Background: an optimization exercise with open tools, aiming at small area and a short achievable clock period. Do not read the settings as production practice. Function was checked by simulation only, so behaviour that the tests miss may differ from the original.

==> flow/design.v (outline; a module is shown in full before it is edited, if it fits) <==
// module gte_mac123: 1209 lines
// module mac_fa: 4 lines
// module mac_ha: 4 lines
module gte_mac123 (
   input  wire               clk,
   input  wire               reset,
   input  wire               trigger,
   input  wire signed [31:0] mul1,
   input  wire signed [31:0] mul2,
   input  wire signed [44:0] add,
   input  wire               sub,
   input  wire               swap,
   input  wire               save_shifted,
   input  wire               use_ir,
   input  wire               ir_shift,
   input  wire               ir_shift_flag,
   input  wire               sat_ir,
   input  wire               sat_ir_flag,
   input  wire               use_result,
   output wire signed [31:0] mac_result,
   output reg                mac_writeback,
   output wire signed [15:0] ir_result,
   output reg                ir_writeback,
   output reg  signed [44:0] mac_last,
   output wire signed [31:0] mac_shifted,
   output wire               flag_mac_uf,
   output wire               flag_mac_of,
   output wire               flag_ir
);
  // ...
==> flow/flow/run.sh <==
#!/bin/bash
# The standard layout (the standard.sh with its unchanged synthesis) with two
# changes to how the layout is made: the port buffers are plain buffers
# (sky130_fd_sc_hd__buf_1) instead of the delay cells buffer_ports picks by
# default, and ORFS's timing repair is asked for a setup margin past what the
# clock period needs. The clock and constraints are the design's.
# make's full output goes to make_finish.log in the work folder.
set -euo pipefail
here="$(cd "$(dirname "${BASH_SOURCE[0]}")/.." && pwd)"
cd "$here"
bash ./standard.sh "BUFFER_PORTS_ARGS=-buffer_cell sky130_fd_sc_hd__buf_1" \
  SETUP_SLACK_MARGIN=6.8 finish > make_finish.log 2>&1
==> flow/standard.sh <==
#!/bin/bash
# synth_recipe.tcl (not shown) runs the flow's synth.tcl, then flattens the netlist and writes it again
# the make line also repeats each setting of config.mk as NAME=value (left out here)
make -C /OpenROAD-flow-scripts/flow DESIGN_CONFIG=/design/flow/config.mk WORK_HOME=/design/flow/orfs CLKGATE_MAP_FILE= SYNTH_SCRIPT=/design/flow/synth_recipe.tcl "${@:-finish}"
==> flow/config.mk <==
export PLATFORM = sky130hd
export DESIGN_NAME = gte_mac123
export DESIGN_NICKNAME = gte_mac123
export VERILOG_FILES = /design/flow/design.v
export SDC_FILE = /design/flow/constraint.sdc
export NUM_CORES = 4
export LEC_CHECK = 0
export ABC_AREA = 1
export CAP_MARGIN = 20
export CORE_MARGIN = 2
export CORE_UTILIZATION = 40
export SLEW_MARGIN = 20
export SYNTH_HIERARCHICAL = 1
==> flow/constraint.sdc <==
create_clock -name core_clock -period 14.0 [get_ports {clk}]
set_input_delay 2.8000 -clock core_clock [delete_from_list [all_inputs] [get_ports {clk}]]
set_output_delay 2.8000 -clock core_clock [all_outputs]
set_load 0.01 [all_outputs]
==> flow_summary.yaml, run 1 <==
final_layout:
  sh_seq_area_pct: 13.01
  final_common_cell: "xor2_1"
  final_cell_mix: "xor2_1, o22ai_1, fa_1"
  largest_reg_flops: 45
  inverters: 191
  final_nets: 3681
  design.seq.count: 186
floorplanning:
  die_area_sq_um: 67790
  start_util_pct: 40.63
  core-area_sq_um: 64700
timing:
  worst_pin_slew_ns: 1.201
  period_needed_ns: 7.093
  skew_ns: 0.03030
drt:
  dr.max_layer_used: "met5"
  viasPerCell: 5.718
  ant_nets: 0
  wirelength_met1_um: 37040
  drc_errors: 0
  drtIter0Drc: 2324
global_routing:
  overflow: 0
  met1_usage_pct: 34.79
  antenna_found_initial: 4
  grt_pass1_wl_um: 138600
  grt_use_met3_pct: 7.119
  grt_max_degree: 47
run_status:
  status: "no timing/DRC/antenna violations"
synth:
  ys_ff_latch: 186
  synth-simple-area-share_pct: 11.24
  synth.area.mux_share_pct: 1.256
  synth-edff-count: 1
setup_path:
  crit_start: "mul2[5]"
  endpoint: "pc_r[35]"
  path_buf_inv: 3
  endpoint_kind: "register"
placed_design:
  pre_cts_ws_ns: 6.107
  place.gp.congestion: 0.9212
cts:
  cts_num_sinks: 186
  cts_resized: 6
==> run 2: changes to the inputs <==
--- a/flow/design.v
+++ b/flow/design.v
@@ -867,17 +867,17 @@
    generate for (gj = 0; gj < 44; gj = gj + 1) begin : csa
       mac_fa u_fa (.a(a_r[gj]), .b(ps_r[gj]), .c(pc_r[gj]), .s(s3[gj]), .co(c3[gj]));
    end endgenerate
    wire [43:0] vb = {c3[42:0], cin_r};
    wire [43:0] vg, vh;
    generate for (gj = 0; gj < 44; gj = gj + 1) begin : cpa_in
       mac_ha u_ha (.a(s3[gj]), .b(vb[gj]), .s(vh[gj]), .co(vg[gj]));
    end endgenerate
-   wire [43:0] vp = s3 | vb;
+   wire [43:0] vp = vh;          
    wire va_g0_1 = vg[1] | (vp[1] & vg[0]);
    wire va_p0_1 = vp[1] & vp[0];
    wire va_g0_3 = vg[3] | (vp[3] & vg[2]);
    wire va_p0_3 = vp[3] & vp[2];
    wire va_g0_5 = vg[5] | (vp[5] & vg[4]);
    wire va_p0_5 = vp[5] & vp[4];
    wire va_g0_7 = vg[7] | (vp[7] & vg[6]);
    wire va_p0_7 = vp[7] & vp[6];
==> flow_summary.yaml, run 2 <==
cts:
  cts_buffer_depth: 2
  clock_latency_ns: 0.50
  root_buffer: "clkbuf_16"
  clkSlewWorstSetupHoldPaths_ns: 0.07
  h-tree-depth: 4
  cts_num_sinks: 186
  cts_hold_buf: 0
  numCtsBuffers: 17
  tritoncts: "done"
synth:
  synth-async-reset-ratio_pct: 0
  synth-simple-area-share_pct: 10.77
  ys_types: 54
  synthesis.area_sq_um: 25950
  ys.flop_type: "dfxtp_1"
  ys_seq_area_share_pct: 14.38
  avgSynthCellArea_sq_um: 8.774
  synthTopCellsByArea: "fa_1, xor2_1, dfxtp_1"
  synth_most_common_cell: "xor2_1"
  synth_area_leader_cell: "fa_1"
  synth_adder_area_share_pct: 34.55
  synth_common_cells: "xor2_1, o22ai_1, fa_1"
  synthCells: 2958
  synth-edff-count: 1
  ys_ff_latch: 186
  synth_top_area_share_pct: 30.70
  synth_xor_area_share_pct: 18.15
  synth_compound_area_share_pct: 14.22
  ys_warn_count: 7
  synth.area.mux_share_pct: 1.504
  synth_top_family_by_area: "adder cells"
timing:
  slew_headroom_pct: 21.43
  fmax_ghz: 0.1412
  slew_viol_final: 0
  final_hold_viol_count: 0
  finalSetupViolCount: 0
  worst_pin_slew_ns: 1.178
  skew_ns: 0.02020
  period_share_pct: 50.57
  hold_ws_ns: 0.4862
  tns_ns: 0
  rsz0062_at_grt: "yes"
  period_needed_ns: 7.080
run_status:
  status: "no timing/DRC/antenna violations"
global_routing:
  grt_max_degree: 61
  grtUsageTotal_pct: 27.59
  overflow: 0
  grt_pass1_wl_um: 139500
  grt_pass1_vias: 22580
  antenna_found_initial: 4
floorplanning:
  die_w_um: 258.7
  std_cell_rows: 93
  chipHeight_um: 258.7
  core-area_sq_um: 64350
  io_pins: 251
  start_util_pct: 40.34
  die_area_sq_um: 66940
job:
  cap_viol_max_count: 0
final_layout:
  fin_cells: 3942
  final_common_cell: "xor2_1"
  drive_gt1_share_pct: 8.004
  largest_registers: "mac_last: 45 flops, a_r: 44 flops, ps_r: 44 flops"
  final_nets: 3672
  largest_reg_flops: 45
  regMostFlops: "mac_last"
  synthToLayoutAreaGrowth_pct: 10.49
  final_cell_mix: "xor2_1, o22ai_1, fa_1"
setup_path:
  cpPeakStageDelay_ns: 0.51
  crit_type: "in -> reg"
  arrival_ns: 7.44
  critPathLaunchType: "primary input"
  crit_path_top_delay_cell: "fa_1"
  crit_path_frequent_cell: "fa_1"
  crit_path_max_fanout: 37
  crit_required_ns: 14.36
  endpoint_kind: "register"
  crit_start: "mul2[3]"
  worstPathCellList: "clkbuf_2 > buf_6 > nor2_1 > nor2_1 > clkinvlp_4 > buf_4 > o22ai_1 > xor2_1 > fa_1 > fa_1 > fa_1 > fa_1 > fa_1 > fa_1"
  r2r-start: "ps_r[3]"
drt:
  wl_per_cell_um: 23.69
  ant_nets: 0
  first_pass_iters: 5
  num_vias: 22750
  routed_wl_um: 93410
  drtIter0Drc: 2575
  viasPerCell: 5.771
  drc_errors: 0
min_path:
  min-delay-start: "mac_last[43]"
  hold_class: "reg -> reg"
placed_design:
  dp.cells: 3899
  port_buffers: 250
  dp_hpwl_um: 67010
  place.gp.congestion: 0.9358
## run 2: kinds of logic (layout without fill, tap and decap cells)
logic type	Yosys count	count (layout)
and+or+nand+nor	675	675
AOI/OAI and AO/OA	613	614
xor gates and xnor gates	534	534
adders and majority gates	478	478
buffers and inverters	431	552
DFF	186	186
muxes	39	39
other	2	9
## run 2: timing repair
item / CTS / global route
pin swaps: 0 / 4
setup endpoints to repair: 19 / 51
gates resized for setup: 7 / 77
endpoints found under the hold margin: 0 / 0
setup buffers: 0 / 9
gates cloned: 0 / 1
## run 2: final cells by class
| type | count | area, sq um |
|---|---|---|
| inverters | 192 | 725.7 |
| repair buffers | 328 | 1602 |
| well taps | 855 | 1070 |
| clock buffers | 17 | 425.4 |
| diodes | 1 | 2.502 |
| multi-input cells | 2348 | 20940 |
| clock inverters | 15 | 171.4 |
| fillers | 6364 | 35670 |
| flip-flops and latches | 186 | 3741 |
## run 2: worst max-delay path, delay by kind of cell
family | cells | cell delay (ns)
adders and majority gates | 6 | 2.72
buffers and inverters | 4 | 0.96
and+or+nand+nor | 2 | 0.46
xor gates and xnor gates | 1 | 0.30
AOI/OAI and AO/OA | 1 | 0.17
## run 2: per-stage QoR
| stage | util [%] | instance area [sq um] | setup WS [ns] |
|---|---|---|---|
| 3_3_place_gp | 42.96 | 27650 | 6.266 |
| 3_5_place_dp | 42.96 | 27650 | 6.242 |
| 4_1_cts | 43.96 | 28280 | 6.796 |
| 5_1_grt | 44.57 | 28680 | 6.786 |
| 2_1_floorplan | - | 25980 | 6.975 |
| 6_report | 44.57 | 28680 | 6.920 |
## run 2: path summary, 6_finish.rpt
kind	to	slack (ns)	cells past startpoint
worst max-delay path	pc_r[31]	6.92	14
worst max register to register	a_r[43]	10.53	19
worst min register to register	mac_last[43]	0.49	2
worst min-delay path	mac_last[43]	0.49	2
## run 2: routing by layer
layer / share of wire, % / global-route usage [%] / vias to the layer above
met5: 0 / 0 / -
met4: 4.3 / 11.87 / 0
met3: 10 / 6.514 / 272
met2: 45 / 44.67 / 1443
met1: 40 / 35.24 / 10980
li1: - / - / 10050
## run 2: modules after synthesis (local to each module, per instance)
module | cell area (sq um) | flops+latches
gte_mac123 | 16990 | 186
mac_fa | 20.02 | 0
mac_ha | 12.51 | 0
==> run 3: changes to the inputs <==
--- a/flow/flow/run.sh
+++ b/flow/flow/run.sh
@@ -9,4 +9,4 @@
 here="$(cd "$(dirname "${BASH_SOURCE[0]}")/.." && pwd)"
 cd "$here"
 bash ./standard.sh "BUFFER_PORTS_ARGS=-buffer_cell sky130_fd_sc_hd__buf_1" \
-  SETUP_SLACK_MARGIN=6.8 finish > make_finish.log 2>&1
+  SETUP_SLACK_MARGIN=7.0 finish > make_finish.log 2>&1
==> flow_summary.yaml, run 3 <==
synth:
  synth_area_leader_cell: "fa_1"
  synth-async-reset-ratio_pct: 0
  ys_warn_count: 7
  ys_seq_area_share_pct: 14.38
  synth_xor_area_share_pct: 18.15
  ys.flop_type: "dfxtp_1"
  synth_top_area_share_pct: 30.70
  synth-simple-area-share_pct: 10.77
  synthCells: 2958
  synthesis.area_sq_um: 25950
  synthTopCellsByArea: "fa_1, xor2_1, dfxtp_1"
  ys_types: 54
  synth_common_cells: "xor2_1, o22ai_1, fa_1"
  ys_ff_latch: 186
  synth_top_family_by_area: "adder cells"
  synth_compound_area_share_pct: 14.22
  synth-edff-count: 1
  avgSynthCellArea_sq_um: 8.774
  synth_adder_area_share_pct: 34.55
  synth_most_common_cell: "xor2_1"
  synth.area.mux_share_pct: 1.504
floorplanning:
  chipHeight_um: 258.7
  die_w_um: 258.7
  die_area_sq_um: 66940
  std_cell_rows: 93
  start_util_pct: 40.34
  io_pins: 251
  core-area_sq_um: 64350
timing:
  slew_viol_final: 0
  worst_pin_slew_ns: 1.037
  rsz0062_at_grt: "yes"
  final_hold_viol_count: 0
  period_share_pct: 49.30
  skew_ns: 0.02003
  tns_ns: 0
  finalSetupViolCount: 0
  fmax_ghz: 0.1449
  slew_headroom_pct: 30.81
  period_needed_ns: 6.902
min_path:
  hold_class: "reg -> reg"
  holdPathStages: 2
drt:
  viasPerCell: 5.797
  first_pass_iters: 6
  drc_errors: 0
  wl_per_cell_um: 23.71
  ant_nets: 0
  drtIter0Drc: 2468
  routed_wl_um: 94050
  num_vias: 23000
final_layout:
  regMostFlops: "mac_last"
  final_nets: 3698
  num_antenna_cells: 0
  drive_gt1_share_pct: 12.18
  largest_registers: "mac_last: 45 flops, a_r: 44 flops, ps_r: 44 flops"
  final_util_pct: 45.88
  stdcell_area_sq_um: 29530
  synthToLayoutAreaGrowth_pct: 13.76
  final_cell_mix: "xor2_1, o22ai_1, fa_1"
  largest_reg_flops: 45
  final_common_cell: "xor2_1"
  nFillCells: 6216
placed_design:
  dp_hpwl_um: 65830
  dpl-instance-area_sq_um: 27620
  port_buffers: 250
  place.gp.congestion: 0.9137
setup_path:
  crit_type: "reg -> out"
  cpPeakStageDelay_ns: 0.48
  arrival_ns: 4.10
  critPathLaunchType: "register"
  worstPathCellList: "fa_1 > ha_1 > nand2_2 > inv_2 > nand2_2 > nand2_4 > a21oi_4 > nand2_8 > nand2_8 > nand2_8 > buf_8 > xor2_4 > buf_4 > nor2_1 > nand2_1 > nor2_2 > nand3_2 > nand2_2 > nand2_2 > nand3_4 > nand2_8 > nor2_1 > clkbuf_2"
  crit_path_max_fanout: 8
  path_buf_inv: 4
  crit_required_ns: 11.20
  crit_cells: 23
  crit_path_top_delay_cell: "fa_1"
  endpoint_kind: "output port"
  crit_family: "simple AND/OR/NAND/NOR gates"
  rr_worst_depth: 19
global_routing:
  antenna_found_initial: 3
  grt_pass1_wl_um: 140500
  grt_max_degree: 61
  overflow: 0
  grtUsageTotal_pct: 27.64
  grt_pass1_vias: 22600
cts:
  numCtsBuffers: 17
  tritoncts: "done"
  root_buffer: "clkbuf_16"
  cts_num_sinks: 186
  clock_latency_ns: 0.49
  cts_buffer_depth: 2
  clkSlewWorstSetupHoldPaths_ns: 0.08
  cts_hold_buf: 0
  h-tree-depth: 4
job:
  cap_viol_max_count: 0
run_status:
  status: "no timing/DRC/antenna violations"
==> run 3: final cells by class <==
type	count	area, sq um	share of cell area, %
inverter	192	737.0	2.496
multi-input combinational	2350	21490	72.77
clock inverter	12	147.6	0.5000
tap	855	1070	3.623
timing repair buffer	351	1858	6.293
timing repair inverter	1	5.005	0.01695
sequential	186	3766	12.76
clock buffer	20	456.7	1.547
==> run 3: layer usage <==
metal / part of all wire, % / vias up / GRT usage [%]
li1: - / 10100 / -
met1: 39 / 11240 / 35.51
met2: 46 / 1409 / 44.56
met3: 10 / 253 / 6.641
met4: 4.5 / 0 / 11.54
met5: 0 / - / 0
==> run 3: logic make-up (layout without fill, tap and decap cells) <==
logic type | after synthesis | after routing
other | 2 | 8
XOR/XNOR | 534 | 534
buffers and inverters | 431 | 576
flip-flops | 186 | 186
multiplexers | 39 | 39
AND/OR/NAND/NOR | 675 | 678
adder cells (fa/ha/maj) | 478 | 478
AO/OA/AOI/OAI | 613 | 613
==> run 3: worst min-delay path, delay by kind of cell, from the launching register on <==
family        cells  cell delay (ns)
flops             1             0.32
simple gates      2             0.12
==> run 3: repair_timing <==
item	CTS	global route
gates cloned	1	3
endpoints found under the setup margin	52	53
pin swaps	4	45
buffers inserted	7	27
hold endpoints to repair	0	0
resized for setup	45	216
==> run 3: modules after synthesis, one instance, submodules excluded <==
module      copies in the design  cells inside
gte_mac123                     1          2480
mac_ha                        80             1
mac_fa                       398             1
==> run 3: path summary, 6_finish.rpt <==
kind,to,from,slack [ns]
max,ir_result[6],a_r[10],7.10
min,mac_last[5],mac_last[5],0.48
max reg2reg,a_r[19],a_r[10],10.58
min reg2reg,mac_last[5],mac_last[5],0.48
==> run 3: stage by stage <==
step / worst slack [ns] / cells / hold WS [ns]
floorplan: 7.043 / 2964 / 0.4942
global placement: 6.171 / 3897 / 0.4641
detailed placement: 6.126 / 3897 / 0.4599
CTS: 7.001 / 3937 / 0.4776
global route: 6.940 / 3967 / 0.5029
finish: 7.098 / 3967 / 0.4804

[separate check: timing with driven ports]
The flow's constraints put no driver on any port. The routed layouts listed below were extracted and timed again, unchanged, in two steps.
Step 1 assumes that a clkbuf_16 drives the clock port and a buf_2 every other input.
Step 2 moves the port delays by t, midway between the first and last clock arrival at a register: inputs arrive t later, outputs are due t later. That takes back most of the time a late clock gives input paths.
Slacks: ideal / step 1 / step 2; pairs: ideal / step 1.
run | t (ns) | setup slack, ns | hold WS [ns]
run 1 | 0.543 | 6.907 / 6.934 / 6.391 | 0.483 / 0.483 / 0.483
run 2 | 0.542 | 6.920 / 6.909 / 6.366 | 0.486 / 0.486 / 0.486
run 3 | 0.534 | 7.098 / 7.047 / 6.603 | 0.480 / 0.480 / 0.480
After both steps setup and hold are still met in every run listed. The setup slack of run 2, which loses most, moves by -0.011 ns with the drivers and by -0.554 ns with both steps.
